This design comes from an exercise in tuning for small area and a short achievable clock period on the open sky130 flow, not from production work.
The RTL was checked by simulation tests, not by an equivalence proof against the original design.
Power figures rest on the tool's default switching activity, not on a simulated workload.

## the baseline
// mac
module mac(
  input clk,
  input rst,
  input signed [7:0] in_a,
  input signed [7:0] in_b,
  output logic signed [15:0] out);
Size in the first run: roughly 300 cells after synthesis, about 46 flip-flops, roughly 34 I/O pins, ~0.0032 sq mm of cells after synthesis.
make LEC_CHECK=0 CAP_MARGIN=20 CORE_MARGIN=2 CORE_UTILIZATION=40 SETUP_SLACK_MARGIN=2.0 SLEW_MARGIN=20 finish   # period 4.2 ns
run.sh (not shown) runs the stock make flow with config.mk's settings and CLKGATE_MAP_FILE= SYNTH_SCRIPT=/design/flow/synth_recipe.tcl, a recipe that flattens the netlist after the stock synthesis.
The baseline did not stop at any stage, and its layout met the timing, design-rule and antenna checks.
Modified inputs, the candidate compared to the baseline
Settings: SETUP_SLACK_MARGIN now 1.4, was 2.0.
==> flow/flow/run.sh (new file) <==
#!/bin/bash
# Standard layout flow with plain buf_1 cells as the port buffers (repair
# still upsizes them where timing needs it); each tool's output goes to its own log.
set -e
bash standard.sh "BUFFER_PORTS_ARGS=-buffer_cell sky130_fd_sc_hd__buf_1" finish > standard.log 2>&1
==> flow/standard.sh (new file) <==
#!/bin/bash
# synth_recipe.tcl (not shown) runs the flow's synth.tcl, then flattens the netlist and writes it again
# the make line also repeats each setting of config.mk as NAME=value (left out here)
make -C /OpenROAD-flow-scripts/flow DESIGN_CONFIG=/design/flow/config.mk WORK_HOME=/design/flow/orfs CLKGATE_MAP_FILE= SYNTH_SCRIPT=/design/flow/synth_recipe.tcl "${@:-finish}"
removed: flow/run.sh
==> summary.txt <==
The higher wire length of the first global-routing pass came out of the baseline. Delta (the candidate minus the baseline): clock network power share higher, combinational share of power -9.6 points, synthesis-to-finish area growth shows a reduction of 18 points.

* * *

Another version of the RTL of mac (not shown whole).
Size: ~230 cells after synthesis, about 42 flip-flops, about 34 I/O pins.
clock: 4.2 ns
lec_check: 0
cap_margin: 20
core_margin: 2
core_utilization: 40
gpl_timing_driven: 1
setup_slack_margin: 1.4
slew_margin: 20
standard.sh (not shown) runs the stock make flow with config.mk's settings and CLKGATE_MAP_FILE= SYNTH_SCRIPT=/design/flow/synth_recipe.tcl, a recipe that flattens the netlist after the stock synthesis.
==> flow/flow/run.sh <==
#!/bin/bash
# The standard layout flow (standard.sh), with these make variables:
# - SYNTH_ARGS=-noabc: Yosys's synth skips its early abc -fast, so the full
#   adders written out in the RTL reach extract_fa without added inverters
#   (the final abc mapping still runs).
# - SYNTH_OPERATIONS_ARGS=-nofsm: replaces the default Kogge-Stone extra map
#   for $lcu with nothing (-nofsm is already set), so + uses Yosys's own
#   Brent-Kung carry network, which is smaller.
# - BUFFER_PORTS_ARGS: the port buffers are buf_1 cells (repair still upsizes
#   them where timing needs it).
# - CTS_ARGS: ORFS's default CTS arguments plus -dont_use_dummy_load.
# make's output goes to standard.log; each ORFS step logs to orfs/logs/.
set -e
bash standard.sh SYNTH_ARGS=-noabc SYNTH_OPERATIONS_ARGS=-nofsm "BUFFER_PORTS_ARGS=-buffer_cell sky130_fd_sc_hd__buf_1" "CTS_ARGS=-sink_clustering_enable -repair_clock_nets -dont_use_dummy_load" finish > standard.log 2>&1
Then changed:
GPL_TIMING_DRIVEN = unset   (was 1)
SETUP_SLACK_MARGIN = 1.5   (was 1.4)
TNS_END_PERCENT = 30   (was unset)
Worst setup slack gets better by 0.071 ns.
Wire length is about the same.
Via count grows by 0.69%.
Core utilization is higher by 0.77 points.
Count of clock-buffer cells in the layout stays the same.
Final area increases by 1.6%.
Synthesized cell count does not change.
Die area is unchanged.
Global-route usage hardly moves.
Non-clock buffer count went up by 4.
First-iteration DRC count is lower by 23%.
Then changed:
CORE_UTILIZATION = 60   (was 40)
PLACE_DENSITY = 0.75   (was unset)
SETUP_SLACK_MARGIN = 1.4   (was 1.5)
TNS_END_PERCENT = unset   (was 30)
Outcome:
- fmax goes down by 2.0%
- via count goes down by 0.40%
- worst hold slack got worse by 0.014 ns
- cell area goes down by 2.6%
- sequential share of layout area goes up by 0.64 points
- sequential power barely changes
- count of clock-buffer cells in the layout stays the same
Then changed:
CORE_UTILIZATION = 40   (was 60)
PLACE_DENSITY = unset   (was 0.75)
SETUP_SLACK_MARGIN = 1.5   (was 1.4)
What happened: The new run completed without violations. Worst setup slack gains 0.046 ns. Maximum frequency grows by about 1.7%. Final area rose by 4.1%. Wire length rose by 11%. Die area is higher by about 47%. Critical path depth does not change. Core utilization is lower by 23 points. Power climbs by about 2.2%.

## separate check: timing with driven ports
How much do the figures lean on ideal ports? The routed layouts below were timed once more, with nothing changed but the port constraints. Step 1: set_driving_cell puts a clkbuf_16 on clk and a buf_2 on each other input, an assumption about the parent block. Step 2 adds t to the input delays and takes it off the output delays; t is the mean of the earliest and latest rising clock arrival at the registers after step 1. Input paths then give back, and output paths get back, about the clock's delay inside the block. Slacks: ideal / step 1 / step 2; pairs: ideal / step 1.
run | t, ns | setup WS [ns] | hold WS [ns] | worst register clock-pin slew, ns
the baseline | 0.322 | 1.269 / 1.252 / 0.930 | 0.573 / 0.573 / 0.573 | 0.09 / 0.09
the candidate | 0.317 | 1.269 / 1.258 / 0.941 | 0.565 / 0.565 / 0.565 | 0.09 / 0.09
the first run of note 2 | 0.301 | 1.439 / 1.449 / 1.148 | 0.514 / 0.514 / 0.514 | 0.07 / 0.07
the second run of note 2 | 0.311 | 1.510 / 1.516 / 1.205 | 0.526 / 0.526 / 0.526 | 0.07 / 0.07
the third run of note 2 | 0.305 | 1.454 / 1.456 / 1.151 | 0.512 / 0.512 / 0.512 | 0.07 / 0.07
the fourth run of note 2 | 0.312 | 1.500 / 1.491 / 1.178 | 0.540 / 0.540 / 0.540 | 0.08 / 0.08
After both steps setup and hold are still met in every run listed. For the baseline, which loses most, drivers alone change the setup slack by -0.017 ns; drivers and shift together by -0.339 ns.
